This design comes from an exercise in tuning for small area and a short achievable clock period on the open sky130 flow, not from production work. Function was checked by simulation only, so behaviour that the tests miss may differ from the original.

==> design.v <==
`timescale 1ns / 1ps
module mips(
    input clk,
    input reset,
    input [31:0] PrRData,
    input [7:2] HWInt,
    output [31:0] PrAddr,
    output [31:0] PrWData,
    output [3:0] PrMask,
    output PrWrite,
    output [31:0] InstrAddr,
    input [31:0] InstrData,
    output [31:0] DmAddr,
    output [31:0] DmWData,
    output [3:0] DmBE,
    output DmWrite,
    input [31:0] DmRData
    );
    reg  [31:0] PC_F;
    reg  [31:0] PC4_D, I_D;
    reg  [31:0] A_E, B_E, I_E;
    reg  [4:0]  sh_amt_E;
    reg         a_imm_E, a_fwM_E, a_fwW_E, b_imm_E, b_fwM_E, b_fwW_E;
    reg         r_sub_E, r_slt_E, r_sltu_E, r_and_E, r_or_E, r_xor_E, r_nor_E;
    reg         r_sll_E, r_srl_E, r_sra_E, r_rot_E, r_pass_E, r_hi_E, r_lo_E;
    reg         E_toWrite, E_Unready, E_load;
    reg  [4:0]  E_Addr;
    reg         E_rw;
    reg  [4:0]  E_wa;
    reg         E_st, E_sth, E_stw;
    reg         E_ld, E_ldh, E_ldw, E_ldsx;
    reg         md_busy_E, md_mul_E, md_sgn_E, md_acc_E, md_sub_E, md_div_E, md_mthi_E, md_mtlo_E;
    reg  [31:0] Res_M, Data_M;
    reg         M_toWrite, M_Unready;
    reg  [4:0]  M_Addr;
    reg         M_rw;
    reg  [4:0]  M_wa;
    reg         DmWrite_M, PrWrite_M, acc_M;
    reg  [3:0]  BE_M;
    reg         M_sth, M_stw;
    reg         M_ld, M_ldh, M_ldw, M_ldsx;
    reg  [31:0] WD_W;
    reg         W_rw;
    reg  [4:0]  W_wa;
    reg  [31:0] gr [1:31];
    reg  [31:0] sr, epc;
    reg         c_bd;
    reg  [5:0]  c_ip;
    reg         c_sw;
    reg  [31:0] Hi, Lo;
    reg  [3:0]  cnt;
    reg         fin;
    reg  [31:0] mA, mB;
    reg  [32:0] mW;
    reg  [2:0]  Lx;
    reg         s_div, s_sgn, s_sub, s_nq, s_nr;
    wire [5:0] op = I_D[31:26];
    wire [5:0] fn = I_D[5:0];
    wire [4:0] rs = I_D[25:21];
    wire [4:0] rt = I_D[20:16];
    wire [4:0] rd = I_D[15:11];
    wire [4:0] sa = I_D[10:6];
    wire opR   = op == 6'b000000;
    wire opSP2 = op == 6'b011100;
    wire opCP0 = op == 6'b010000;
    wire opRI  = op == 6'b000001;
    wire nz    = |I_D;
    wire f_add  = fn == 6'b100000, f_addu = fn == 6'b100001;
    wire f_sub  = fn == 6'b100010, f_subu = fn == 6'b100011;
    wire f_and  = fn == 6'b100100, f_or   = fn == 6'b100101;
    wire f_xor  = fn == 6'b100110, f_nor  = fn == 6'b100111;
    wire f_slt  = fn == 6'b101010, f_sltu = fn == 6'b101011;
    wire f_sll  = fn == 6'b000000, f_srl  = fn == 6'b000010, f_sra  = fn == 6'b000011;
    wire f_sllv = fn == 6'b000100, f_srlv = fn == 6'b000110, f_srav = fn == 6'b000111;
    wire f_jr   = fn == 6'b001000, f_jalr = fn == 6'b001001;
    wire f_mfhi = fn == 6'b010000, f_mthi = fn == 6'b010001;
    wire f_mflo = fn == 6'b010010, f_mtlo = fn == 6'b010011;
    wire f_mult = fn == 6'b011000, f_multu= fn == 6'b011001;
    wire f_div  = fn == 6'b011010, f_divu = fn == 6'b011011;
    wire f_brk  = fn == 6'b001101;
    wire i_ori  = op == 6'b001101, i_xori = op == 6'b001110, i_andi = op == 6'b001100;
    wire i_addi = op == 6'b001000, i_addiu= op == 6'b001001;
    wire i_slti = op == 6'b001010, i_sltiu= op == 6'b001011, i_lui = op == 6'b001111;
    wire i_lw   = op == 6'b100011, i_lh   = op == 6'b100001, i_lhu = op == 6'b100101;
    wire i_lb   = op == 6'b100000, i_lbu  = op == 6'b100100;
    wire i_sw   = op == 6'b101011, i_sh   = op == 6'b101001, i_sb  = op == 6'b101000;
    wire i_beq  = op == 6'b000100, i_bne  = op == 6'b000101;
    wire i_bgtz = op == 6'b000111, i_blez = op == 6'b000110;
    wire i_j    = op == 6'b000010, i_jal  = op == 6'b000011;
    wire i_bgez = opRI & (rt == 5'b00001);
    wire i_bltz = opRI & (rt == 5'b00000);
    wire i_jr    = opR & f_jr;
    wire i_jalr  = opR & f_jalr;
    wire i_mfc0  = opCP0 & (rs == 5'b00000);
    wire i_mtc0  = opCP0 & (rs == 5'b00100);
    wire i_eret  = opCP0 & !(rs == 5'b00000) & !(rs == 5'b00100) & (fn == 6'b011000);
    wire i_brk   = opR & f_brk;
    wire cal_i  = i_addi | i_addiu | i_lui | i_slti | i_sltiu | i_ori | i_andi | i_xori;
    wire load   = i_lw | i_lh | i_lb | i_lhu | i_lbu;
    wire store  = i_sw | i_sh | i_sb;
    wire md_R   = f_mflo | f_mfhi | f_mtlo | f_mthi | f_mult | f_multu | f_div | f_divu;
    wire useMD  = (opR & md_R) | (opSP2 & (fn == 6'b000000 | fn == 6'b000100 | fn == 6'b000001 | fn == 6'b000101 | fn == 6'b000010));
    wire alr    = i_jalr;
    wire al     = i_jal;
    wire cal_rd = opR & !f_jalr & nz & (!md_R | f_mfhi | f_mflo);
    wire cal_rt = cal_i | i_mfc0;
    wire toW    = alr | al | cal_rd | cal_rt | load;
    wire [4:0] cAddr = (alr | cal_rd) ? rd : (al ? 5'd31 : rt);
    wire needRs = i_bgtz | i_blez | i_beq | i_bne | i_bgez | i_bltz | i_jr | i_jalr;
    wire needRt = i_beq | i_bne | i_mtc0;
    wire noReg  = i_j | i_jal | i_lui | (opR & (f_mfhi | f_mflo));
    wire singRs = i_bgtz | i_blez | (opR & (f_jr | f_jalr | f_mthi | f_mtlo)) | cal_i | load | i_bgez | i_bltz;
    wire singRt = (opR & (f_sll | f_sra | f_srl)) | i_mtc0;
    wire readRs = !singRt & !noReg;
    wire readRt = !singRs & !noReg;
    wire rw = (opR & (f_add | f_addu | f_sub | f_subu | f_jalr | (f_sll & nz) | f_srl | f_sra |
                      f_sllv | f_srlv | f_srav | f_and | f_or | f_xor | f_nor | f_slt | f_sltu |
                      f_mfhi | f_mflo)) |
              i_mfc0 | cal_i | load | i_jal;
    wire [4:0] wa = i_jal ? 5'd31 : (opR ? rd : rt);
    wire [1023:0] gflat;
    assign gflat[31:0] = 32'b0;
    genvar gi;
    generate
        for (gi = 1; gi < 32; gi = gi + 1) begin : g_flat
            assign gflat[gi*32 +: 32] = gr[gi];
        end
    endgenerate
    wire [31:0] gr1 = gflat[rs*32 +: 32];
    wire [31:0] gr2 = gflat[rt*32 +: 32];
    wire byp1 = W_rw & (rs == W_wa) & (rs != 5'd0);
    wire byp2 = W_rw & (rt == W_wa) & (rt != 5'd0);
    wire [31:0] RData1 = byp1 ? WD_W : gr1;
    wire [31:0] RData2 = byp2 ? WD_W : gr2;
    wire rs_hitE = (rs != 5'd0) & E_toWrite & (rs == E_Addr);
    wire rs_hitM = (rs != 5'd0) & M_toWrite & (rs == M_Addr);
    wire rt_hitE = (rt != 5'd0) & E_toWrite & (rt == E_Addr);
    wire rt_hitM = (rt != 5'd0) & M_toWrite & (rt == M_Addr);
    wire E_MDBusy = (cnt != 4'd0) | md_busy_E;
    wire stall_rs = readRs & (rs_hitE ? (E_Unready & (needRs | E_load)) : (rs_hitM & M_Unready & needRs));
    wire stall_rt = readRt & (rt_hitE ? (E_Unready & (needRt | E_load)) : (rt_hitM & M_Unready & needRt));
    wire Stall = stall_rs | stall_rt | (useMD & E_MDBusy);
    wire fs1 = readRs & (rs_hitE ? !E_Unready : (rs_hitM & !M_Unready));
    wire fs2 = readRt & (rt_hitE ? !E_Unready : (rt_hitM & !M_Unready));
    wire [31:0] F1 = rs_hitE ? I_E : Res_M;
    wire [31:0] F2 = rt_hitE ? I_E : Res_M;
    wire [31:0] Rd1 = fs1 ? F1 : RData1;
    wire [31:0] CPRData;
    wire [31:0] Rd2 = i_mfc0 ? CPRData : (fs2 ? F2 : RData2);
    wire eq   = Rd1 == Rd2;
    wire r1z  = Rd1 == 32'b0;
    wire r1n  = Rd1[31];
    wire taken = (i_beq & eq) | (i_bne & !eq) | (i_bgtz & !r1n & !r1z) | (i_blez & (r1n | r1z)) |
                 (i_bgez & !r1n) | (i_bltz & r1n);
    wire jmp  = i_j | i_jal | i_jr | i_jalr;
    wire nPCSel_D = jmp | taken;
    wire [31:0] sext = {{16{I_D[15]}}, I_D[15:0]};
    wire [31:0] btarget = PC4_D + {sext[29:0], 2'b00};
    wire [31:0] nPCAlt_D = (i_jr | i_jalr) ? Rd1 :
                           ((i_j | i_jal) ? {PC4_D[31:28], I_D[25:0], 2'b00} : btarget);
    wire Exc   = ((|(HWInt & sr[15:10])) | i_brk) & !sr[1] & sr[0];
    wire ERet  = i_eret;
    wire ExcStall = Exc | ERet;
    wire [31:0] cause = {c_bd, 15'b0, c_ip, 4'b0, c_sw, 2'b0, c_sw, 2'b0};
    assign CPRData = (rd == 5'd12) ? sr : (rd == 5'd13) ? cause : (rd == 5'd14) ? epc : 32'b0;
    always @(posedge clk) begin
        if (reset) begin
            sr <= 0; epc <= 0; c_bd <= 0; c_ip <= 0; c_sw <= 0;
        end else if (Exc) begin
            c_bd <= nPCSel_D;
            epc <= nPCSel_D ? PC_F - 32'd4 : PC_F;
            sr[1] <= 1'b1;
            c_ip <= HWInt;
            c_sw <= i_brk;
        end else if (ERet) begin
            sr[1] <= 1'b0;
        end else if (i_mtc0) begin
            if (rd == 5'd12) sr <= Rd2;
            if (rd == 5'd14) epc <= Rd2;
        end
    end
    wire [31:0] PC4_F = PC_F + 32'd4;
    wire [31:0] nPC = Exc ? 32'h0000_4180 : (ERet ? epc : (nPCSel_D ? nPCAlt_D : PC4_F));
    assign InstrAddr = PC_F;
    always @(posedge clk) begin
        if (reset)
            PC_F <= 32'h0000_3000;
        else if (!Stall | ExcStall)
            PC_F <= nPC;
    end
    always @(posedge clk) begin
        if (reset)
            I_D <= 0;
        else if (ExcStall)
            I_D <= 0;
        else if (!Stall)
            I_D <= InstrData;
        if (ExcStall | !Stall)
            PC4_D <= PC4_F;
    end
    wire link   = i_jal | i_jalr;
    wire sh_imm = opR & (f_sll | f_srl | f_sra);
    wire sx_imm = i_addi | i_addiu | i_slti | i_sltiu | load | store;
    wire [31:0] I_next = link ? PC4_D + 32'd4 :
                         i_lui ? {I_D[15:0], 16'b0} :
                         sh_imm ? {27'b0, sa} :
                         sx_imm ? sext : {16'b0, I_D[15:0]};
    wire d_sub  = opR & (f_sub | f_subu);
    wire d_slt  = (opR & f_slt) | i_slti;
    wire d_sltu = (opR & f_sltu) | i_sltiu;
    wire d_and  = (opR & f_and) | i_andi;
    wire d_or   = (opR & f_or) | i_ori;
    wire d_xor  = (opR & f_xor) | i_xori;
    wire d_nor  = opR & f_nor;
    wire d_sll  = opR & ((f_sll & nz) | f_sllv);
    wire d_srl  = opR & ((f_srl & (rs == 5'd0)) | (f_srlv & (sa == 5'd0)));
    wire d_rot  = opR & ((f_srl & (rs != 5'd0)) | (f_srlv & (sa != 5'd0)));
    wire d_sra  = opR & (f_sra | f_srav);
    wire d_pass = i_mfc0 | link | i_lui;
    wire d_mfhi = opR & f_mfhi;
    wire d_mflo = opR & f_mflo;
    wire d_aimm = sh_imm;
    wire d_bimm = cal_i | load | store | link;
    wire m_mult = opR & f_mult, m_multu = opR & f_multu;
    wire m_madd = opSP2 & (fn == 6'b000000 | fn == 6'b000001);
    wire m_msub = opSP2 & (fn == 6'b000100 | fn == 6'b000101);
    wire m_div  = opR & (f_div | f_divu);
    wire m_mthi = opR & f_mthi, m_mtlo = opR & f_mtlo;
    wire m_start = m_mult | m_multu | m_madd | m_msub | m_div | m_mthi | m_mtlo | d_mfhi | d_mflo;
    always @(posedge clk) begin
        A_E <= Rd1;
        B_E <= Rd2;
        I_E <= I_next;
        if (reset | Stall) begin
            a_imm_E <= 0; a_fwM_E <= 0; a_fwW_E <= 0; b_imm_E <= 0; b_fwM_E <= 0; b_fwW_E <= 0;
            r_sub_E <= 0; r_slt_E <= 0; r_sltu_E <= 0; r_and_E <= 0; r_or_E <= 0; r_xor_E <= 0; r_nor_E <= 0;
            r_sll_E <= 0; r_srl_E <= 0; r_sra_E <= 0; r_rot_E <= 0; r_pass_E <= 0; r_hi_E <= 0; r_lo_E <= 0;
            E_toWrite <= 0; E_Unready <= 0; E_load <= 0; E_Addr <= 0; E_rw <= 0; E_wa <= 0;
            E_st <= 0; E_sth <= 0; E_stw <= 0; E_ld <= 0; E_ldh <= 0; E_ldw <= 0; E_ldsx <= 0;
            md_busy_E <= 0; md_mul_E <= 0; md_sgn_E <= 0; md_acc_E <= 0; md_sub_E <= 0; md_div_E <= 0;
            md_mthi_E <= 0; md_mtlo_E <= 0;
        end else begin
            a_imm_E <= d_aimm;
            a_fwM_E <= rs_hitE;
            a_fwW_E <= !rs_hitE & rs_hitM;
            b_imm_E <= d_bimm;
            b_fwM_E <= !i_mfc0 & rt_hitE;
            b_fwW_E <= !i_mfc0 & !rt_hitE & rt_hitM;
            r_sub_E <= d_sub | d_slt | d_sltu;
            r_slt_E <= d_slt; r_sltu_E <= d_sltu;
            r_and_E <= d_and; r_or_E <= d_or; r_xor_E <= d_xor; r_nor_E <= d_nor;
            r_sll_E <= d_sll; r_srl_E <= d_srl; r_sra_E <= d_sra; r_rot_E <= d_rot;
            r_pass_E <= d_pass; r_hi_E <= d_mfhi; r_lo_E <= d_mflo;
            E_toWrite <= toW; E_Unready <= cal_rd | cal_rt | load; E_load <= load; E_Addr <= cAddr;
            E_rw <= rw; E_wa <= wa;
            E_st <= store; E_sth <= i_sh; E_stw <= i_sw;
            E_ld <= load; E_ldh <= i_lh | i_lhu; E_ldw <= i_lw; E_ldsx <= i_lh | i_lb;
            md_busy_E <= m_mult | m_multu | m_madd | m_msub | m_div;
            md_mul_E <= m_mult | m_multu | m_madd | m_msub;
            md_sgn_E <= m_mult | (opR & f_div);
            md_acc_E <= m_madd;
            md_sub_E <= m_msub;
            md_div_E <= m_div;
            md_mthi_E <= m_mthi; md_mtlo_E <= m_mtlo;
        end
    end
    wire [31:0] fwA = a_fwM_E ? Res_M : (a_fwW_E ? WD_W : A_E);
    wire [31:0] AluA = a_imm_E ? I_E : fwA;
    wire [31:0] RT = b_fwM_E ? Res_M : (b_fwW_E ? WD_W : B_E);
    wire [31:0] AluB = b_imm_E ? I_E : RT;
    wire [32:0] sum = {1'b0, AluA} + {1'b0, AluB ^ {32{r_sub_E}}} + {32'b0, r_sub_E};
    wire lt_u = !sum[32];
    wire lt_s = (AluA[31] ^ AluB[31]) ? AluA[31] : sum[31];
    wire slt_bit = (r_slt_E & lt_s) | (r_sltu_E & lt_u);
    wire [31:0] lg = ({32{r_and_E}} & (AluA & AluB)) |
                     ({32{r_or_E}}  & (AluA | AluB)) |
                     ({32{r_xor_E}} & (AluA ^ AluB)) |
                     ({32{r_nor_E}} & ~(AluA | AluB));
    wire [4:0] s = AluA[4:0];
    wire [31:0] Bx = r_sll_E ? {AluB[0], AluB[31:1]} : AluB;
    wire [4:0] sx = r_sll_E ? ~s : s;
    wire [31:0] rt0 = sx[0] ? {Bx[0], Bx[31:1]} : Bx;
    wire [31:0] rt1 = sx[1] ? {rt0[1:0], rt0[31:2]} : rt0;
    wire [31:0] rt2 = sx[2] ? {rt1[3:0], rt1[31:4]} : rt1;
    wire [31:0] rt3 = sx[3] ? {rt2[7:0], rt2[31:8]} : rt2;
    wire [31:0] rot = sx[4] ? {rt3[15:0], rt3[31:16]} : rt3;
    wire [31:0] mR = 32'hffff_ffff >> s;
    wire [31:0] mL = 32'hffff_ffff << s;
    wire rot_big = |AluA[31:6];
    wire rot_keep = r_rot_E & !AluA[5];
    wire [31:0] msk = r_sll_E ? mL : ((rot_keep) ? 32'hffff_ffff : mR);
    wire [31:0] shres = ((r_rot_E & rot_big) ? 32'b0 : (rot & msk)) |
                        ({32{r_sra_E & AluB[31]}} & ~mR);
    wire r_sh = r_sll_E | r_srl_E | r_sra_E | r_rot_E;
    wire r_lg = r_and_E | r_or_E | r_xor_E | r_nor_E;
    wire r_cmp = r_slt_E | r_sltu_E;
    wire r_md = r_hi_E | r_lo_E;
    wire [31:0] ResE = r_md ? (r_hi_E ? Hi : Lo) :
                       r_pass_E ? AluB :
                       r_cmp ? {31'b0, slt_bit} :
                       r_lg ? lg :
                       r_sh ? shres : sum[31:0];
    wire accE = (|sum[31:15]) | (&sum[14:8]);
    wire [3:0] mskE = E_stw ? 4'b1111 : (E_sth ? 4'b0011 : 4'b0001);
    always @(posedge clk) begin
        Res_M <= ResE;
        Data_M <= RT;
        BE_M <= mskE << sum[1:0];
        acc_M <= accE;
        M_sth <= E_sth; M_stw <= E_stw;
        M_ldh <= E_ldh; M_ldw <= E_ldw; M_ldsx <= E_ldsx;
        if (reset) begin
            M_toWrite <= 0; M_Unready <= 0; M_Addr <= 0; M_rw <= 0; M_wa <= 0;
            DmWrite_M <= 0; PrWrite_M <= 0; M_ld <= 0;
        end else begin
            M_toWrite <= E_toWrite; M_Unready <= E_load; M_Addr <= E_Addr;
            M_rw <= E_rw; M_wa <= E_wa;
            DmWrite_M <= E_st & !accE;
            PrWrite_M <= E_st & accE;
            M_ld <= E_ld;
        end
    end
    assign DmAddr = Res_M;
    assign PrAddr = Res_M;
    assign DmWrite = DmWrite_M;
    assign PrWrite = PrWrite_M;
    assign DmBE = BE_M;
    assign PrWData = Data_M;
    assign PrMask = {M_stw, M_stw, M_stw | M_sth, 1'b1};
    assign DmWData = {M_stw ? Data_M[31:24] : (M_sth ? Data_M[15:8] : Data_M[7:0]),
                      M_stw ? Data_M[23:16] : Data_M[7:0],
                      (M_stw | M_sth) ? Data_M[15:8] : Data_M[7:0],
                      Data_M[7:0]};
    wire [31:0] mrd = acc_M ? PrRData : DmRData;
    wire [1:0] ba = Res_M[1:0];
    wire [31:0] msh = ba == 2'd0 ? mrd : ba == 2'd1 ? {8'b0, mrd[31:8]} :
                      ba == 2'd2 ? {16'b0, mrd[31:16]} : {24'b0, mrd[31:24]};
    wire [31:0] mext = M_ldw ? msh :
                       M_ldh ? {{16{M_ldsx & msh[15]}}, msh[15:0]} :
                               {{24{M_ldsx & msh[7]}}, msh[7:0]};
    always @(posedge clk) begin
        WD_W <= M_ld ? mext : Res_M;
        if (reset) begin
            W_rw <= 0; W_wa <= 0;
        end else begin
            W_rw <= M_rw; W_wa <= M_wa;
        end
    end
    wire [31:0] gwd = reset ? 32'b0 : WD_W;
    integer k;
    always @(posedge clk) begin
        for (k = 1; k < 32; k = k + 1)
            if (reset | (W_rw & (W_wa == k)))
                gr[k] <= gwd;
    end
    wire mul_start = md_mul_E;
    wire div_start = md_div_E & (AluB != 32'b0);
    wire run = cnt != 4'd0;
    wire mul_step = run & !s_div;
    wire div_step = run & s_div;
    wire mul_fin = fin & !s_div;
    wire div_fin = fin & s_div;
    wire [39:0] pp0 = mB[0] ? {8'b0, mA} : 40'b0;
    wire [39:0] pp1 = mB[1] ? {7'b0, mA, 1'b0} : 40'b0;
    wire [39:0] pp2 = mB[2] ? {6'b0, mA, 2'b0} : 40'b0;
    wire [39:0] pp3 = mB[3] ? {5'b0, mA, 3'b0} : 40'b0;
    wire [39:0] pp4 = mB[4] ? {4'b0, mA, 4'b0} : 40'b0;
    wire [39:0] pp5 = mB[5] ? {3'b0, mA, 5'b0} : 40'b0;
    wire [39:0] pp6 = mB[6] ? {2'b0, mA, 6'b0} : 40'b0;
    wire [39:0] pw  = {7'b0, mW};
    wire [39:0] s1 = pw ^ pp0 ^ pp1;
    wire [39:0] c1 = {((pw & pp0) | (pw & pp1) | (pp0 & pp1)), 1'b0};
    wire [39:0] s2 = pp2 ^ pp3 ^ pp4;
    wire [39:0] c2 = {((pp2 & pp3) | (pp2 & pp4) | (pp3 & pp4)), 1'b0};
    wire [39:0] s3 = s1 ^ c1 ^ s2;
    wire [39:0] c3 = {((s1 & c1) | (s1 & s2) | (c1 & s2)), 1'b0};
    wire [39:0] s4 = c2 ^ pp5 ^ pp6;
    wire [39:0] c4 = {((c2 & pp5) | (c2 & pp6) | (pp5 & pp6)), 1'b0};
    wire [39:0] s5 = s3 ^ c3 ^ s4;
    wire [39:0] c5 = {((s3 & c3) | (s3 & s4) | (c3 & s4)), 1'b0};
    wire [39:0] s6 = s5 ^ c5 ^ c4;
    wire [39:0] c6 = {((s5 & c5) | (s5 & c4) | (c5 & c4)), 1'b0};
    wire [39:0] T = s6 + c6;
    wire corr = mul_step & (cnt == 4'd5);
    wire [31:0] adP = corr ? (mA[31] ? mB : 32'b0) : {mW[28:0], Lx};
    wire [31:0] adQ = corr ? (mB[31] ? mA : 32'b0) : (s_sgn ? ~Hi : Hi);
    wire [31:0] adS = adP + adQ + {31'b0, !corr & s_sgn};
    wire [32:0] dx1 = {mW[31:0], mB[31]};
    wire [33:0] dd1 = {1'b0, dx1} - {2'b0, mA};
    wire q1 = !dd1[33];
    wire [31:0] dr1 = q1 ? dd1[31:0] : dx1[31:0];
    wire [32:0] dx2 = {dr1, mB[30]};
    wire [33:0] dd2 = {1'b0, dx2} - {2'b0, mA};
    wire q2 = !dd2[33];
    wire [31:0] dr2 = q2 ? dd2[31:0] : dx2[31:0];
    wire [32:0] dx3 = {dr2, mB[29]};
    wire [33:0] dd3 = {1'b0, dx3} - {2'b0, mA};
    wire q3 = !dd3[33];
    wire [31:0] dr3 = q3 ? dd3[31:0] : dx3[31:0];
    wire [31:0] qa1 = {mB[30:0], q1};
    wire [31:0] qm1 = q1 ? {mB[30:0], 1'b0} : {Lo[30:0], 1'b1};
    wire [31:0] qa2 = {qa1[30:0], q2};
    wire [31:0] qm2 = q2 ? {qa1[30:0], 1'b0} : {qm1[30:0], 1'b1};
    wire [31:0] qm3 = q3 ? {qa2[30:0], 1'b0} : {qm2[30:0], 1'b1};
    wire [31:0] absA = (md_sgn_E & AluA[31]) ? -AluA : AluA;
    wire [31:0] absB = (md_sgn_E & AluB[31]) ? -AluB : AluB;
    always @(posedge clk) begin
        if (reset) begin
            cnt <= 0;
            fin <= 0;
        end else begin
            fin <= cnt == 4'd1;
            if (mul_start)
                cnt <= 4'd5;
            else if (div_start)
                cnt <= 4'd10;
            else if (run)
                cnt <= cnt - 4'd1;
        end
        if (mul_start | div_start) begin
            mA <= div_start ? absB : AluA;
            mB <= div_start ? absA : AluB;
            mW <= div_start ? 33'b0 : {1'b0, md_sub_E ? ~Lo : (md_acc_E ? Lo : 32'b0)};
            s_div <= div_start;
            s_sgn <= md_sgn_E & !div_start;
            s_sub <= md_sub_E;
            s_nq <= md_sgn_E & (AluA[31] ^ AluB[31]);
            s_nr <= md_sgn_E & AluA[31];
        end else if (mul_step) begin
            mB <= {7'b0, mB[31:7]};
            mW <= T[39:7];
            Lx <= T[6:4];
        end else if (div_step) begin
            mB <= {mB[28:0], q1, q2, q3};
            mW <= {1'b0, dr3};
        end
        if (reset)
            Hi <= 0;
        else if (md_mthi_E)
            Hi <= AluA;
        else if (mul_start)
            Hi <= md_sub_E ? ~Hi : (md_acc_E ? Hi : 32'b0);
        else if (corr & s_sgn)
            Hi <= adS;
        else if (mul_fin)
            Hi <= adS ^ {32{s_sub}};
        else if (div_fin)
            Hi <= s_nr ? -dr2 : dr2;
        if (reset)
            Lo <= 0;
        else if (md_mtlo_E)
            Lo <= AluA;
        else if (mul_step)
            Lo <= {T[3:0], Lx, Lo[31:7]};
        else if (mul_fin)
            Lo <= Lo ^ {32{s_sub}};
        else if (div_step)
            Lo <= qm3;
        else if (div_fin)
            Lo <= s_nq ? ~qm2 : qa2;
    end
endmodule
==> run.sh <==
#!/bin/bash
# synth_recipe.tcl (not shown) runs the flow's synth.tcl, then flattens the netlist and writes it again
# the make line also repeats each setting of config.mk as NAME=value (left out here)
make -C /OpenROAD-flow-scripts/flow DESIGN_CONFIG=/design/flow/config.mk WORK_HOME=/design/flow/orfs CLKGATE_MAP_FILE= SYNTH_SCRIPT=/design/flow/synth_recipe.tcl finish
==> config.mk <==
export PLATFORM = sky130hd
export DESIGN_NAME = mips
export DESIGN_NICKNAME = mips
export VERILOG_FILES = /design/flow/design.v
export SDC_FILE = /design/flow/constraint.sdc
export NUM_CORES = 4
export LEC_CHECK = 0
export CAP_MARGIN = 20
export CORE_MARGIN = 2
export CORE_UTILIZATION = 40
export SLEW_MARGIN = 20
==> constraint.sdc <==
create_clock -name core_clock -period 18.0 [get_ports {clk}]
set_input_delay 3.6000 -clock core_clock [delete_from_list [all_inputs] [get_ports {clk}]]
set_output_delay 3.6000 -clock core_clock [all_outputs]
set_load 0.01 [all_outputs]
==> out/metrics.yaml, run 1 <==
status: "complete, no violations"
synth_top_area_share: 0.310
post-synth-top-area-cell: "edfxtp_1"
cp.arrival_ps: 14050
io_buffer_count: 272
clock-sinks: 1605
largest-register: "gr"
htreeDepth: 4
syn_area_um2: 110000
reg2reg_depth: 39
worstSetupEndpointType: "register"
worst_pin_slew_ps: 1380
startpoint_type: "register"
synthTopCellsByArea: "edfxtp_1 (31%), mux4_2 (9.4%), dfxtp_1 (8.7%), mux2i_1 (4.7%), ha_1 (3.6%)"
synth_commonest_cells: "edfxtp_1 (1129), nand2_1 (984), nor2_1 (691)"
synthArstFlopShare: 0
r2r_end: "Lo[0]"
synth_most_common_cell: "edfxtp_1"
cts-root-buf: "clkbuf_16"
grt_usage: 0.390
gp_congestion: 1.06
die_h_um: 527
cpPeakStageDelay_ps: 610
syn_inst: 10600
critPathRequiredTime_ps: 18750
min_period_ps: 13300
post_cts_buffers: 0
hold_viol: 0
yosysWarnings: 2
routed_wl_um: 553000
die-width_um: 527
grt.overflow.total: 0
cts-resized-gates: 0
viasPerCell: 6.63
grt_pass1_wl_um: 759000
largest_reg_flops: 992
r2r-start: "mA[1]"
place_inst: 14000
critPathCapture: "Lo[0]"
drc: 0
dieArea_um2: 278000
ant_nets: 0
crit_slowest_cell: "a21boi_0"
cts.clk_slew.worst_paths_ps: 70
ys_ff_latch: 1605
crit_start: "mA[1]"
grt_start_max_net_pins: 118
fmax_mhz: 75.2
routedWlPerCell_um: 38.4
drt_iter0_markers: 12400
synth_edf_count: 1129
largestRegisters: "gr: 992 flops, mW: 33 flops"
numCtsBuffers: 185
coreArea_um2: 273000
antenna_found_initial: 49
max_slew_margin: 0.0789
syn_avg_cell_area_um2: 10.3
final-max-slew-violation-count: 0
skew_ps: 82.6
fin_crit_sh: 0.739
seq_area_frac_synth: 0.397
critPathMostFrequentCell: "buf_4"
vias: 95400
rrSetupSlack_ps: 4700
hp-class: "reg2reg"
synth_flop_cell: "edfxtp_1"
ctsHoldBuffers: 0
grt_pass1_vias: 93200
clockBufferDepth: 3
final_nets: 11200
dr.pass1.iters: 8
design_area_um2: 123000
drive_gt1_frac: 0.145
start_util: 0.401
synthesis.nets: 11200
ios: 274
synthDistinctLibCells: 110
cts_tree: "yes"
fin_setup_tns_ps: 0
insertion_delay_ps: 920
worst_hold_slack_ps: 337
area.growth.synth_to_final_pct: 12.6
num_rows: 192
dpl_cell_area_um2: 117000
dpl.hpwl_um: 402000
setup_viol: 0
worstPathMaxFanout: 51
crit_type: "reg2reg"
drv_cap: 0
rsz0062_at_grt: "no"
final_cells: 14400
==> per-layer routing <==
| metal | wire (um) | vias to the layer above | global-route usage |
|---|---|---|---|
| met4 | 62600 | 30 | 0.358 |
| met2 | 255000 | 6424 | 0.626 |
| met5 | 214 | - | 0 |
| met1 | 186000 | 47400 | 0.430 |
| li1 | - | 39500 | - |
| met3 | 48700 | 2028 | 0.0873 |
==> cell type report <==
type / instances / area (um2)
clock inverter: 125 / 1660
fill: 25600 / 150000
inverter: 547 / 2050
timing repair buffer: 655 / 5720
sequential: 1605 / 43500
multi-input combinational: 7617 / 61000
antenna: 46 / 115
clock buffer: 221 / 4860
tap: 3589 / 4490
==> critical path, delay by kind of cell, from the launching register on <==
kind	cells	cell delay, ps
adder cells (fa/ha/maj)	3	1090
AO/OA/AOI/OAI	18	5580
multiplexers	1	440
AND/OR/NAND/NOR	11	3020
flip-flops	1	540
buffers and inverters	6	2330
==> through the flow <==
stage               worst slack [ps]  utilization
finish                          4700        0.452
global placement                5120        0.427
floorplan                       7390            -
CTS                             5020        0.451
detailed placement              5100        0.427
global route                    4060        0.452
==> placed cells by master (no fill, tap or decap), drive strengths merged, types with 78 or more instances in the layout <==
cell           Yosys  routed
inv              545     559
edfxtp          1129    1129
mux4             459     459
xnor2            343     343
a221oi            90      90
mux2i            518     518
mux2             183     183
fa               192     192
clkinv             2      78
nor3             184     184
nor2             694     694
a22oi             98      98
nand2            985     985
nand3            212     212
xor2             160     160
o211ai           109     109
o22ai            153     153
a21oi            623     623
buf              288     384
nor2b            173     173
and3             111     111
dfxtp            476     476
ha               311     311
clkbuf           535     221
and2             167     167
o21ai            540     540
clkdlybuf4s50      0     271
a211oi           167     167
a31oi            111     111
==> worst min-delay path by stage <==
stage,cells past startpoint,to,start
floorplan,0,M_ldh,E_ldh
global placement,0,M_ldsx,E_ldsx
detailed placement,0,M_ldsx,E_ldsx
CTS,0,M_ldsx,E_ldsx
global route,0,M_ldh,E_ldh
finish,0,M_ldsx,E_ldsx
==> kinds of logic after synthesis <==
logic type      Yosys count  share of synthesized area
flops                  1605                      0.397
xor+xnor                503                     0.0402
buf+inv                1370                     0.0534
fa+ha+maj               503                     0.0706
compound gates         2538                      0.152
simple gates           2912                      0.127
mux                    1160                      0.161
other cells               1                  0.0000342
==> run 2: changes to the inputs <==
==> flow/run.sh (new file) <==
#!/bin/bash
# Standard layout, with timing repair aiming at a shorter period than the
# clock it is built at (repair_timing -setup_margin), so that gate sizing and
# buffering work on the paths that set the achieved period.
set -euo pipefail
bash standard.sh SETUP_SLACK_MARGIN=9 finish > standard_flow.log 2>&1
==> standard.sh (new file) <==
#!/bin/bash
# synth_recipe.tcl (not shown) runs the flow's synth.tcl, then flattens the netlist and writes it again
# the make line also repeats each setting of config.mk as NAME=value (left out here)
make -C /OpenROAD-flow-scripts/flow DESIGN_CONFIG=/design/flow/config.mk WORK_HOME=/design/flow/orfs CLKGATE_MAP_FILE= SYNTH_SCRIPT=/design/flow/synth_recipe.tcl "${@:-finish}"
removed: run.sh
==> out/metrics.yaml, run 2 <==
fin_crit_sh: 0.499  # -0.240
largestRegisters: "gr: 992 flops, mW: 33 flops"
antenna_found_initial: 32  # -35%
min_period_ps: 8980  # -4320 ps
synthDistinctLibCells: 110  # unchanged
grt_usage: 0.386  # -0.00340
ios: 274  # unchanged
crit_type: "reg2reg"
numCtsBuffers: 177  # -4.3%
start_util: 0.401  # unchanged
fin_setup_tns_ps: 0  # unchanged
cpPeakStageDelay_ps: 530  # -80 ps
final_util: 0.459  # +0.00729
worstPathMaxFanout: 6  # -88%
grt_pass1_vias: 93300  # +0.14%
vias: 96000  # +0.63%
ctsHoldBuffers: 0  # unchanged
io_buffer_count: 272  # unchanged
routed_wl_um: 551000  # -0.44%
status: "complete, no violations"
syn_avg_cell_area_um2: 10.3  # unchanged
clockBufferDepth: 3  # unchanged
die-width_um: 527  # unchanged
critPathMostFrequentCell: "buf_6"
skew_ps: 64.9  # -17.7 ps
grt_start_max_net_pins: 115  # -2.5%
synth_flop_cell: "edfxtp_1"
synthesis.nets: 11200  # unchanged
area.growth.synth_to_final_pct: 14.4
synth_most_common_cell: "edfxtp_1"
num_rows: 192  # unchanged
cp.arrival_ps: 9590  # -4460 ps
viasPerCell: 6.61  # -0.18%
dpl.hpwl_um: 392000  # -2.5%
cts_tree: "yes"
setup_viol: 0  # unchanged
startpoint_type: "register"
max_slew_margin: 0.110  # +0.0308
worst_pin_slew_ps: 1330  # -51.2 ps
coreArea_um2: 273000  # unchanged
crit_slowest_cell: "or4_4"
largest-register: "gr"
final-max-slew-violation-count: 0  # unchanged
gp_congestion: 1.03  # -2.0%
synth_top_area_share: 0.310  # unchanged
drt_iter0_markers: 13300  # +7.9%
insertion_delay_ps: 930  # about the same
hp-class: "reg2reg"
syn_area_um2: 110000  # unchanged
worstSetupEndpointType: "register"
ys_ff_latch: 1605  # unchanged
grt_pass1_wl_um: 754000  # -0.72%
rsz0062_at_grt: "yes"
worst_hold_slack_ps: 331  # -6.21 ps
synthArstFlopShare: 0  # unchanged
post-synth-top-area-cell: "edfxtp_1"
drv_cap: 0  # unchanged
ant_nets: 0  # unchanged
fmax_mhz: 111  # +48%
hold_viol: 0  # unchanged
synth_commonest_cells: "edfxtp_1 (1129), nand2_1 (984), nor2_1 (691)"
largest_reg_flops: 992  # unchanged
routedWlPerCell_um: 37.9  # -1.2%
cts.clk_slew.worst_paths_ps: 70  # about the same
synth_edf_count: 1129  # unchanged
clock-sinks: 1605  # unchanged
synthTopCellsByArea: "edfxtp_1 (31%), mux4_2 (9.4%), dfxtp_1 (8.7%), mux2i_1 (4.7%), ha_1 (3.6%)"
yosysWarnings: 2  # unchanged
dr.pass1.iters: 9  # +1
drive_gt1_frac: 0.169  # +0.0237
final_nets: 11400  # +1.2%
htreeDepth: 4  # unchanged
cts-root-buf: "clkbuf_16"
critPathRequiredTime_ps: 18610  # -140 ps
final_cell_mix: "edfxtp_1 (1129), nand2_1 (962), nor2_1 (658), a21oi_1 (591), inv_1 (524)"
seq_area_frac_synth: 0.397  # unchanged
grt.overflow.total: 0  # unchanged
die_h_um: 527  # unchanged
drc: 0  # unchanged
syn_inst: 10600  # unchanged
final_common_cell: "edfxtp_1"
dieArea_um2: 278000  # unchanged
## run 2: cell counts after synthesis
No cell type changed its count.
## run 2: logic make-up after synthesis
kind of cell               count (synthesis)  share of synthesized area
and+or+nand+nor                         2912                      0.127
AOI/OAI and AO/OA                       2538                      0.152
DFF                                     1605                      0.397
buffers and inverters                   1370                     0.0534
muxes                                   1160                      0.161
adders and majority gates                503                     0.0706
xor gates and xnor gates                 503                     0.0402
other                                      1                  0.0000342
## run 2: what timing repair did
action | CTS | global route
cloned | 9 | 6
gates resized for setup | 117 | 151
buffers inserted | 78 | 49
endpoints found under the setup margin | 91 | 66
pin swaps | 30 | 82
## run 2: final timing paths
path,from,endpoint,slack [ps],depth (start not counted)
min,E_ldsx,M_ldsx,330,0
max reg2reg,mB[31],mW[0],9020,42
max,mB[31],mW[0],9020,42
min reg2reg,E_ldsx,M_ldsx,330,0
## run 2: critical path, delay by kind of cell, from the launching register on
| kind | cells | cell delay, ps |
|---|---|---|
| adders and majority gates | 4 | 1220 |
| DFF | 1 | 420 |
| and+or+nand+nor | 10 | 1910 |
| AOI/OAI and AO/OA | 17 | 3250 |
| buffers and inverters | 9 | 1270 |
| muxes | 1 | 330 |
| xor gates and xnor gates | 1 | 230 |
## run 2: final cells by class
| cell class | count | area [um2] |
|---|---|---|
| Sequential cell | 1605 | 43500 |
| Inverter | 547 | 2060 |
| Timing Repair Buffer | 796 | 7220 |
| Clock buffer | 220 | 4840 |
| Antenna cell | 37 | 92.6 |
| Multi-Input combinational cell | 7619 | 62000 |
| Clock inverter | 109 | 1210 |
| Tap cell | 3589 | 4490 |
| Fill cell | 25400 | 148000 |
## run 2: metal layers
metal	vias up	wire length (um)	part of all wire	global-route usage
li1	39800	-	-	-
met1	47800	183000	0.33	0.424
met2	6354	254000	0.46	0.620
met3	2078	47900	0.087	0.0805
met4	16	65700	0.12	0.371
met5	-	104	0.00019	0
## run 2: stage by stage
step | worst slack (ps) | std cells | instance area, um2
2_1_floorplan | 9000 | 10600 | 110000
3_3_place_gp | 5090 | 14000 | 117000
3_5_place_dp | 5180 | 14000 | 117000
4_1_cts | 9000 | 14400 | 124000
5_1_grt | 8790 | 14500 | 125000
6_report | 9020 | 14500 | 125000
==> run 3: changes to the inputs <==
--- a/design.v
+++ b/design.v
@@ -52,6 +52,7 @@
     reg         fin;
     reg  [31:0] mA, mB;
     reg  [32:0] mW;
+    reg  [33:0] m3;
     reg  [2:0]  Lx;
     reg         s_div, s_sgn, s_sub, s_nq, s_nr;
     wire [5:0] op = I_D[31:26];
@@ -385,23 +386,33 @@
     wire [31:0] adP = corr ? (mA[31] ? mB : 32'b0) : {mW[28:0], Lx};
     wire [31:0] adQ = corr ? (mB[31] ? mA : 32'b0) : (s_sgn ? ~Hi : Hi);
     wire [31:0] adS = adP + adQ + {31'b0, !corr & s_sgn};
-    wire [32:0] dx1 = {mW[31:0], mB[31]};
-    wire [33:0] dd1 = {1'b0, dx1} - {2'b0, mA};
-    wire q1 = !dd1[33];
-    wire [31:0] dr1 = q1 ? dd1[31:0] : dx1[31:0];
-    wire [32:0] dx2 = {dr1, mB[30]};
-    wire [33:0] dd2 = {1'b0, dx2} - {2'b0, mA};
-    wire q2 = !dd2[33];
-    wire [31:0] dr2 = q2 ? dd2[31:0] : dx2[31:0];
-    wire [32:0] dx3 = {dr2, mB[29]};
-    wire [33:0] dd3 = {1'b0, dx3} - {2'b0, mA};
-    wire q3 = !dd3[33];
-    wire [31:0] dr3 = q3 ? dd3[31:0] : dx3[31:0];
-    wire [31:0] qa1 = {mB[30:0], q1};
-    wire [31:0] qm1 = q1 ? {mB[30:0], 1'b0} : {Lo[30:0], 1'b1};
-    wire [31:0] qa2 = {qa1[30:0], q2};
-    wire [31:0] qm2 = q2 ? {qa1[30:0], 1'b0} : {qm1[30:0], 1'b1};
-    wire [31:0] qm3 = q3 ? {qa2[30:0], 1'b0} : {qm2[30:0], 1'b1};
+    wire dv_mul = div_step & (cnt == 4'd10);
+    wire dv_stp = (div_step & (cnt != 4'd10)) | div_fin;
+    wire neg_r = div_fin & s_nr;           
+    wire [33:0] dX = {mW[31:0], mB[31:30]};
+    wire [33:0] k1 = {2'b0, mA};
+    wire [33:0] k2 = {1'b0, mA, 1'b0};
+    wire [33:0] k3 = m3;
+    wire [34:0] T1 = {1'b0, dX} + {1'b0, ~k1} + 35'd1;
+    wire [34:0] T2 = {1'b0, dX} + {1'b0, ~k2} + 35'd1;
+    wire [34:0] T3 = {1'b0, dX} + {1'b0, ~k3} + 35'd1;
+    wire g1 = T1[34], g2 = T2[34], g3 = T3[34];
+    wire [31:0] dR4 = g3 ? T3[31:0] : g2 ? T2[31:0] : g1 ? T1[31:0] : dX[31:0];
+    wire [32:0] dY = {dR4, mB[29]};
+    wire gy = dY >= {1'b0, mA};
+    wire ci = !neg_r;
+    wire [32:0] U0 = dY + {33{!ci}};
+    wire [32:0] U1 = dY + {1'b0, ~mA} + {32'b0, ci};
+    wire [31:0] dR = gy ? U1[31:0] : U0[31:0];
+    wire [2:0] dq = {g2, g1 & !g2 | g3, gy};
+    wire [2:0] dqm = dq - 3'd1;
+    wire [31:0] qa = {mB[28:0], dq};
+    wire [31:0] qm = (g1 | gy) ? {mB[28:0], dqm} : {Lo[28:0], 3'b111};
+    wire [1:0] tx = mB[31:30];
+    wire dis1 = mA == 32'd1, dis2 = mA == 32'd2, dis3 = mA == 32'd3;
+    wire [1:0] sq = dis1 ? tx : dis2 ? {1'b0, tx[1]} : dis3 ? {1'b0, &tx} : 2'b0;
+    wire [1:0] tr = dis1 ? 2'b0 : dis2 ? {1'b0, tx[0]} : (dis3 & (&tx)) ? 2'b0 : tx;
+    wire [31:0] sqm = (sq != 2'd0) ? {mB[29:0], sq - 2'd1} : {Lo[29:0], 2'b11};
     wire [31:0] absA = (md_sgn_E & AluA[31]) ? -AluA : AluA;
     wire [31:0] absB = (md_sgn_E & AluB[31]) ? -AluB : AluB;
     always @(posedge clk) begin
@@ -430,9 +441,15 @@
             mB <= {7'b0, mB[31:7]};
             mW <= T[39:7];
             Lx <= T[6:4];
-        end else if (div_step) begin
-            mB <= {mB[28:0], q1, q2, q3};
-            mW <= {1'b0, dr3};
+        end else if (dv_mul) begin
+            mB <= {mB[29:0], sq};
+            mW <= {31'b0, tr};
+        end else if (dv_stp) begin
+            mB <= {mB[28:0], dq};
+            mW <= {1'b0, dR};
+        end
+        if (dv_mul) begin
+            m3 <= {2'b0, mA} + {1'b0, mA, 1'b0};
         end
         if (reset)
             Hi <= 0;
@@ -445,7 +462,7 @@
         else if (mul_fin)
             Hi <= adS ^ {32{s_sub}};
         else if (div_fin)
-            Hi <= s_nr ? -dr2 : dr2;
+            Hi <= s_nr ? ~dR : dR;
         if (reset)
             Lo <= 0;
         else if (md_mtlo_E)
@@ -454,9 +471,11 @@
             Lo <= {T[3:0], Lx, Lo[31:7]};
         else if (mul_fin)
             Lo <= Lo ^ {32{s_sub}};
-        else if (div_step)
-            Lo <= qm3;
         else if (div_fin)
-            Lo <= s_nq ? ~qm2 : qa2;
+            Lo <= s_nq ? ~qm : qa;
+        else if (dv_mul)
+            Lo <= sqm;
+        else if (dv_stp)
+            Lo <= qm;
     end
 endmodule
==> flow/run.sh (replaced) <==
#!/bin/bash
# Standard layout, with timing repair aiming at a shorter period than the
# clock it is built at (repair_timing -setup_margin), so that gate sizing and
# buffering work on the paths that set the achieved period.
set -euo pipefail
bash standard.sh SETUP_SLACK_MARGIN=11 finish > standard_flow.log 2>&1
==> out/metrics.yaml, run 3 <==
routedWlPerCell_um: 38.1  # +0.48%
die_h_um: 543  # +2.9%
ys_ff_latch: 1639  # +2.1%
hp-class: "reg2reg"
critPathRequiredTime_ps: 18740  # +130 ps
final_util: 0.467  # +0.00737
skew_ps: 75.4  # +10.5 ps
dieArea_um2: 295000  # +6.0%
crit_start: "I_D[23]"
synthTopCellsByArea: "edfxtp_1 (30%), mux4_2 (8.7%), dfxtp_1 (8.2%), mux2i_1 (4.7%), ha_1 (4.6%)"
start_util: 0.403  # +0.00129
cts.clk_slew.worst_paths_ps: 70  # about the same
largestRegisters: "gr: 992 flops, m3: 34 flops, mW: 33 flops"
final-max-slew-violation-count: 0  # unchanged
crit_type: "reg2reg"
drive_gt1_frac: 0.173  # +0.00368
worstPathMaxFanout: 36  # +30
rsz0062_at_grt: "yes"
syn_avg_cell_area_um2: 10.2  # -1.3%
post-synth-top-area-cell: "edfxtp_1"
antenna_found_initial: 35  # +9.4%
grt_pass1_wl_um: 809000  # +7.3%
gp_congestion: 1.05  # +1.5%
min_period_ps: 7190  # -1790 ps
critPathCapture: "PC_F[13]"
coreArea_um2: 288000  # +5.7%
htreeDepth: 4  # unchanged
max_slew_margin: 0.0952  # -0.0146
grt_usage: 0.390  # +0.00358
design_area_um2: 135000  # +7.4%
clockBufferDepth: 4  # +1
dpl_cell_area_um2: 123000  # +5.8%
drt_iter0_markers: 12600  # -5.3%
area.growth.synth_to_final_pct: 15.9
worst_pin_slew_ps: 1360  # +25.3 ps
dr.pass1.iters: 8  # -1
seq_area_frac_synth: 0.383  # -0.0137
grt.overflow.total: 0  # unchanged
ant_nets: 0  # unchanged
r2r-start: "I_D[23]"
reg2reg_depth: 18  # -57%
synthesis.nets: 12100  # +8.1%
synth_edf_count: 1163  # +3.0%
cts-root-buf: "clkbuf_16"
r2r_end: "PC_F[13]"
fin_setup_tns_ps: 0  # unchanged
viasPerCell: 6.73  # +1.7%
insertion_delay_ps: 920  # about the same
num_rows: 197  # +2.6%
hp-start: "E_ldh"
synthDistinctLibCells: 103  # -6.4%
setup_viol: 0  # unchanged
startpoint_type: "register"
yosysWarnings: 2  # unchanged
synth_commonest_cells: "edfxtp_1 (1163), nand2_1 (955), a21oi_1 (761)"
final_common_cell: "edfxtp_1"
cts_tree: "yes"
fillCellCount: 26700  # +4.9%
vias: 105000  # +9.0%
routed_wl_um: 593000  # +7.6%
grt_start_max_net_pins: 93  # -19%
fin_crit_sh: 0.399  # -0.0995
largest-register: "gr"
drc: 0  # unchanged
cp.arrival_ps: 7920  # -1670 ps
clock-sinks: 1639  # +2.1%
ios: 274  # unchanged
io_buffer_count: 272  # unchanged
final_nets: 12300  # +8.3%
synth_most_common_cell: "edfxtp_1"
holdPathStages: 0  # unchanged
synthArstFlopShare: 0  # unchanged
synth_flop_cell: "edfxtp_1"
die-width_um: 543  # +2.9%
drv_cap: 0  # unchanged
syn_area_um2: 116000  # +6.0%
syn_inst: 11400  # +7.4%
numCtsBuffers: 189  # +6.8%
synth_top_area_share: 0.301  # -0.00877
rrSetupSlack_ps: 10810  # +1790 ps
fmax_mhz: 139  # +25%
hold_viol: 0  # unchanged
largest_reg_flops: 992  # unchanged
worstSetupEndpointType: "register"
final_cell_mix: "edfxtp_1 (1163), nand2_1 (939), a21oi_1 (719), nor2_1 (685), inv_1 (579)"
status: "complete, no violations"
grt_pass1_vias: 101000  # +8.3%
dpl.hpwl_um: 418000  # +6.6%
## run 3: layer usage
metal,GRT usage,vias up,wire (um)
met4,0.386,22,71000
met1,0.420,51900,193000
met3,0.0829,2460,55100
li1,-,42900,-
met2,0.628,7362,273000
met5,0,-,141
## run 3: metrics by stage
stage               hold WS [ps]  std cells  worst slack (ps)
floorplan                    310      11400             11010
global placement             318      14900              7490
CTS                          331      15400             10850
global route                 337      15500             10670
finish                       330      15600             10810
detailed placement           318      14900              7390
## run 3: how the worst min path moves through the flow
stage | end | slack [ps]
2_1_floorplan | M_ldh | 310
3_3_place_gp | M_ldh | 320
3_5_place_dp | M_ldw | 320
4_1_cts | M_ldh | 330
5_1_grt | M_ldh | 340
6_report | M_ldh | 330
## run 3: cell families (layout without fill, tap and decap cells)
| group | count (synthesis) | count (layout) | synth area share |
|---|---|---|---|
| adders and majority gates | 626 | 626 | 0.0801 |
| and+or+nand+nor | 2889 | 2889 | 0.118 |
| buffers and inverters | 1468 | 1818 | 0.0534 |
| xor gates and xnor gates | 588 | 588 | 0.0443 |
| AOI/OAI and AO/OA | 2971 | 2971 | 0.168 |
| other | 1 | 50 | 0.0000323 |
| muxes | 1192 | 1192 | 0.153 |
| DFF | 1639 | 1639 | 0.383 |
## run 3: critical path: stages (launching register included)
cell,delay (ps)
dfxtp_4,610
buf_6,400
buf_4,630
mux4_2,410
mux2i_1,270
a22oi_1,140
nand4_1,280
a21boi_1,770
mux2_2,540
xnor2_1,110
nor4_1,330
nand3_1,180
nor3_2,270
mux2i_2,230
buf_4,310
or2_2,390
buf_6,350
mux2_4,340
a211o_1,290
## run 3: timing repair
item | 4_1_cts | 5_1_grt
pin swaps | 87 | 109
resized for setup | 311 | 237
cloned | 15 | 4
hold buffers | 0 | 0
buffers inserted | 126 | 64
setup endpoints to repair | 165 | 168
## run 3: layout make-up
cell class / instances / area [um2] / area share
Clock inverter: 96 / 1210 / 0.00899
Antenna cell: 49 / 123 / 0.000911
Timing Repair inverter: 1 / 30.0 / 0.000223
Sequential cell: 1639 / 44500 / 0.331
Multi-Input combinational cell: 8267 / 68300 / 0.507
Tap cell: 3781 / 4730 / 0.0351
Inverter: 604 / 2310 / 0.0172
Timing Repair Buffer: 865 / 8170 / 0.0607
Clock buffer: 252 / 5260 / 0.0391
==> run 4: changes to the inputs <==
--- a/design.v
+++ b/design.v
@@ -53,6 +53,7 @@
     reg  [31:0] mA, mB;
     reg  [32:0] mW;
     reg  [33:0] m3;
+    reg  [34:0] m5, m7;
     reg  [2:0]  Lx;
     reg         s_div, s_sgn, s_sub, s_nq, s_nr;
     wire [5:0] op = I_D[31:26];
@@ -389,25 +390,34 @@
     wire dv_mul = div_step & (cnt == 4'd10);
     wire dv_stp = (div_step & (cnt != 4'd10)) | div_fin;
     wire neg_r = div_fin & s_nr;           
-    wire [33:0] dX = {mW[31:0], mB[31:30]};
-    wire [33:0] k1 = {2'b0, mA};
-    wire [33:0] k2 = {1'b0, mA, 1'b0};
-    wire [33:0] k3 = m3;
-    wire [34:0] T1 = {1'b0, dX} + {1'b0, ~k1} + 35'd1;
-    wire [34:0] T2 = {1'b0, dX} + {1'b0, ~k2} + 35'd1;
-    wire [34:0] T3 = {1'b0, dX} + {1'b0, ~k3} + 35'd1;
-    wire g1 = T1[34], g2 = T2[34], g3 = T3[34];
-    wire [31:0] dR4 = g3 ? T3[31:0] : g2 ? T2[31:0] : g1 ? T1[31:0] : dX[31:0];
-    wire [32:0] dY = {dR4, mB[29]};
-    wire gy = dY >= {1'b0, mA};
+    wire [34:0] dX = {mW[31:0], mB[31:29]};
+    wire [34:0] k1 = {3'b0, mA};
+    wire [34:0] k2 = {2'b0, mA, 1'b0};
+    wire [34:0] k3 = {1'b0, m3};
+    wire [34:0] k4 = {1'b0, mA, 2'b0};
+    wire [34:0] k5 = m5;
+    wire [34:0] k6 = {m3, 1'b0};
+    wire [34:0] k7 = m7;
+    wire g1 = dX >= k1, g2 = dX >= k2, g3 = dX >= k3, g4 = dX >= k4;
+    wire g5 = dX >= k5, g6 = dX >= k6, g7 = dX >= k7;
     wire ci = !neg_r;
-    wire [32:0] U0 = dY + {33{!ci}};
-    wire [32:0] U1 = dY + {1'b0, ~mA} + {32'b0, ci};
-    wire [31:0] dR = gy ? U1[31:0] : U0[31:0];
-    wire [2:0] dq = {g2, g1 & !g2 | g3, gy};
+    wire [34:0] S0 = dX + {35{!ci}};
+    wire [34:0] S1 = dX + ~k1 + {34'b0, ci};
+    wire [34:0] S2 = dX + ~k2 + {34'b0, ci};
+    wire [34:0] S3 = dX + ~k3 + {34'b0, ci};
+    wire [34:0] S4 = dX + ~k4 + {34'b0, ci};
+    wire [34:0] S5 = dX + ~k5 + {34'b0, ci};
+    wire [34:0] S6 = dX + ~k6 + {34'b0, ci};
+    wire [34:0] S7 = dX + ~k7 + {34'b0, ci};
+    wire h0 = !g1, h1 = g1 & !g2, h2 = g2 & !g3, h3 = g3 & !g4;
+    wire h4 = g4 & !g5, h5 = g5 & !g6, h6 = g6 & !g7, h7 = g7;
+    wire [31:0] dR = ({32{h0}} & S0[31:0]) | ({32{h1}} & S1[31:0]) | ({32{h2}} & S2[31:0]) |
+                     ({32{h3}} & S3[31:0]) | ({32{h4}} & S4[31:0]) | ({32{h5}} & S5[31:0]) |
+                     ({32{h6}} & S6[31:0]) | ({32{h7}} & S7[31:0]);
+    wire [2:0] dq = {g4, (h2 | h3 | h6 | h7), (h1 | h3 | h5 | h7)};
     wire [2:0] dqm = dq - 3'd1;
     wire [31:0] qa = {mB[28:0], dq};
-    wire [31:0] qm = (g1 | gy) ? {mB[28:0], dqm} : {Lo[28:0], 3'b111};
+    wire [31:0] qm = g1 ? {mB[28:0], dqm} : {Lo[28:0], 3'b111};
     wire [1:0] tx = mB[31:30];
     wire dis1 = mA == 32'd1, dis2 = mA == 32'd2, dis3 = mA == 32'd3;
     wire [1:0] sq = dis1 ? tx : dis2 ? {1'b0, tx[1]} : dis3 ? {1'b0, &tx} : 2'b0;
@@ -450,6 +460,8 @@
         end
         if (dv_mul) begin
             m3 <= {2'b0, mA} + {1'b0, mA, 1'b0};
+            m5 <= {3'b0, mA} + {1'b0, mA, 2'b0};
+            m7 <= {mA, 3'b0} - {3'b0, mA};
         end
         if (reset)
             Hi <= 0;
==> out/metrics.yaml, run 4 <==
fin_crit_sh: 0.397  # -0.00263
grt_pass1_wl_um: 812000  # +0.44%
coreArea_um2: 309000  # +7.3%
fillCellCount: 29200  # +9.5%
startpoint_type: "register"
dieArea_um2: 316000  # +7.2%
htreeDepth: 4  # unchanged
hold_viol: 0  # unchanged
syn_avg_cell_area_um2: 10.1  # -1.3%
synth_commonest_cells: "edfxtp_1 (1230), nand2_1 (1109), a21oi_1 (856)"
cts.clk_slew.worst_paths_ps: 60  # about the same
synth_most_common_cell: "edfxtp_1"
final_nets: 13300  # +8.4%
status: "complete, no violations"
synth_top_area_share: 0.297  # -0.00424
ctsHoldBuffers: 0  # unchanged
largest_reg_flops: 992  # unchanged
worstPathMaxFanout: 26  # -28%
worst_pin_slew_ps: 1320  # -37.4 ps
num_rows: 204  # +3.6%
cts-root-buf: "clkbuf_16"
rsz0062_at_grt: "no"
ys_ff_latch: 1706  # +4.1%
clock-sinks: 1706  # +4.1%
area.growth.synth_to_final_pct: 12.7
setup_viol: 0  # unchanged
register_area_um2: 46500  # +4.5%
drive_gt1_frac: 0.135  # -0.0376
fin_setup_tns_ps: 0  # unchanged
yosysWarnings: 2  # unchanged
ant_nets: 0  # unchanged
skew_ps: 130  # +55.0 ps
cts_tree: "yes"
synth_flop_cell: "edfxtp_1"
final_cell_mix: "edfxtp_1 (1230), nand2_1 (1095), a21oi_1 (850), nor2_1 (786), inv_1 (685)"
grt_start_max_net_pins: 102  # +9.7%
syn_area_um2: 125000  # +7.3%
cp.arrival_ps: 7910  # about the same
clockBufferDepth: 4  # unchanged
grt_pass1_vias: 105000  # +4.0%
final_util: 0.454  # -0.0128
worstSetupEndpointType: "register"
drv_cap: 0  # unchanged
ios: 274  # unchanged
largestRegisters: "gr: 992 flops, m3: 34 flops, m5: 34 flops"
synthArstFlopShare: 0  # unchanged
critPathRequiredTime_ps: 18770  # +30 ps
routed_wl_um: 587000  # -0.89%
fmax_mhz: 140  # +0.66%
insertion_delay_ps: 960  # +40 ps
max_slew_margin: 0.112  # +0.0166
hp-class: "reg2reg"
drt_iter0_markers: 15000  # +19%
synthTopCellsByArea: "edfxtp_1 (30%), mux4_2 (8.6%), dfxtp_1 (7.6%), ha_1 (6.0%), xnor2_1 (3.7%)"
grt.overflow.total: 0  # unchanged
gp_congestion: 1.05  # about the same
dr.pass1.iters: 8  # unchanged
syn_inst: 12400  # +8.7%
vias: 110000  # +5.2%
min_period_ps: 7140  # -47.4 ps
final-max-slew-violation-count: 0  # unchanged
die_h_um: 562  # +3.5%
drc: 0  # unchanged
crit_type: "reg2reg"
antenna_found_initial: 62  # +77%
grt_usage: 0.360  # -0.0294
routedWlPerCell_um: 35.0  # -8.2%
start_util: 0.403  # about the same
io_buffer_count: 272  # unchanged
final_common_cell: "edfxtp_1"
synthDistinctLibCells: 114  # +11%
multi_input_area_um2: 72600  # +6.3%
post-synth-top-area-cell: "edfxtp_1"
synthesis.nets: 13300  # +9.6%
numCtsBuffers: 200  # +5.8%
synth_edf_count: 1230  # +5.8%
dpl.hpwl_um: 418000  # about the same
seq_area_frac_synth: 0.373  # -0.00980
die-width_um: 562  # +3.5%
viasPerCell: 6.56  # -2.5%
largest-register: "gr"
run 4: cell types whose count changed after synthesis, moves of 33 or more:
cell and change:
ha_1 +167, nand2_1 +154, xnor2_1 +133, inv_1 +103
a21oi_1 +95, nor2_1 +90, a21o_1 +85, mux2i_1 -84
edfxtp_1 +67, o21bai_1 +38, a221oi_1 +36, a22oi_1 +34
and2_1 -33, o211ai_1 +33
run 4: worst paths after layout:
path	startpoint	cells after the start	slack, ps	endpoint
hold reg to reg	E_ldsx	0	330	M_ldsx
setup / recovery	mB[29]	20	10860	Hi[1]
hold / removal	E_ldsx	0	330	M_ldsx
setup reg to reg	mB[29]	20	10860	Hi[1]
run 4: routing by layer:
metal / GRT usage / vias to the layer above / wire length, um
li1: - / 46400 / -
met1: 0.400 / 53600 / 198000
met2: 0.558 / 7611 / 259000
met3: 0.0980 / 2438 / 61800
met4: 0.341 / 38 / 67800
met5: 0.00241 / - / 369
run 4: cell type report:
class,count,area share
multi-input combinational,9094,0.517
timing repair buffer,722,0.0461
tap,4120,0.0367
inverter,707,0.0190
clock inverter,113,0.00935
clock buffer,256,0.0396
sequential,1706,0.331
antenna,69,0.00123
run 4: repair_timing:
item	4_1_cts	5_1_grt
pin swaps	1	3
buffers inserted	19	14
gates resized for setup	39	44
cloned	1	2
setup endpoints to repair	175	178
run 4: cells by family (layout without fill, tap and decap cells):
| family | count (synthesis) | count (layout) | synth area share |
|---|---|---|---|
| XOR/XNOR | 734 | 734 | 0.0516 |
| flip-flops | 1706 | 1706 | 0.373 |
| AND/OR/NAND/NOR | 3140 | 3140 | 0.118 |
| multiplexers | 1109 | 1109 | 0.138 |
| AO/OA/AOI/OAI | 3314 | 3314 | 0.175 |
| buffers and inverters | 1561 | 1798 | 0.0521 |
| other | 1 | 70 | 0.0000301 |
| adder cells (fa/ha/maj) | 796 | 796 | 0.0919 |
run 4: critical path: stages, from the launching register on:
cell and delay (ps):
edfxtp_1 380, buf_4 250, inv_1 700, ha_1 300, nor2b_1 50, o21ai_0 150
a21oi_1 120, a31oi_2 570, o31ai_1 180, a21oi_1 340, o21ai_1 400, and2_1 550
buf_4 380, a22oi_1 230, nand3_1 120, a211oi_1 820, xnor2_1 200, nor2_1 50
a2111oi_0 720, o22ai_1 200, o22ai_1 160
run 4: stage by stage:
step | hold WS [ps] | instance area [um2] | std cells | setup WS, ps
6_report | 330 | 140000 | 16800 | 10860
5_1_grt | 343 | 140000 | 16700 | 10990
4_1_cts | 333 | 140000 | 16700 | 10990
3_5_place_dp | 313 | 132000 | 16300 | 10190
3_3_place_gp | 317 | 132000 | 16300 | 10270
2_1_floorplan | 310 | 125000 | 12400 | 11260

==> separate check: timing with driven ports <==
The results above use ideal ports. As a check the final layouts listed here were re-extracted and re-timed, cells and wires unchanged. Step 1 sets driving cells, clkbuf_16 on the clock port and buf_2 on the other inputs (assumed; they add their load-dependent delay and slew). Step 2 moves the port delays by t, midway between the first and last clock arrival at a register: inputs arrive t later, outputs are due t later. That takes back most of the time a late clock gives input paths. Three values: no drivers, after step 1, after step 2; two values: the first two.
| run | shift t [ns] | setup slack, ns | clock arrival spread, ns | worst register clock-pin slew, ns |
|---|---|---|---|---|
| run 1 | 0.980 | 4.700 / 4.700 / 4.700 | 0.090 / 0.090 | 0.08 / 0.08 |
| run 2 | 0.980 | 9.022 / 9.022 / 9.022 | 0.065 / 0.065 | 0.07 / 0.07 |
| run 3 | 0.988 | 10.812 / 10.812 / 10.399 | 0.081 / 0.081 | 0.07 / 0.07 |
| run 4 | 1.000 | 10.860 / 10.860 / 10.508 | 0.134 / 0.133 | 0.07 / 0.07 |
After both steps every run listed still meets setup and hold. The setup slack of run 3, which loses most, moves by 0.000 ns with the drivers and by -0.413 ns with both steps.
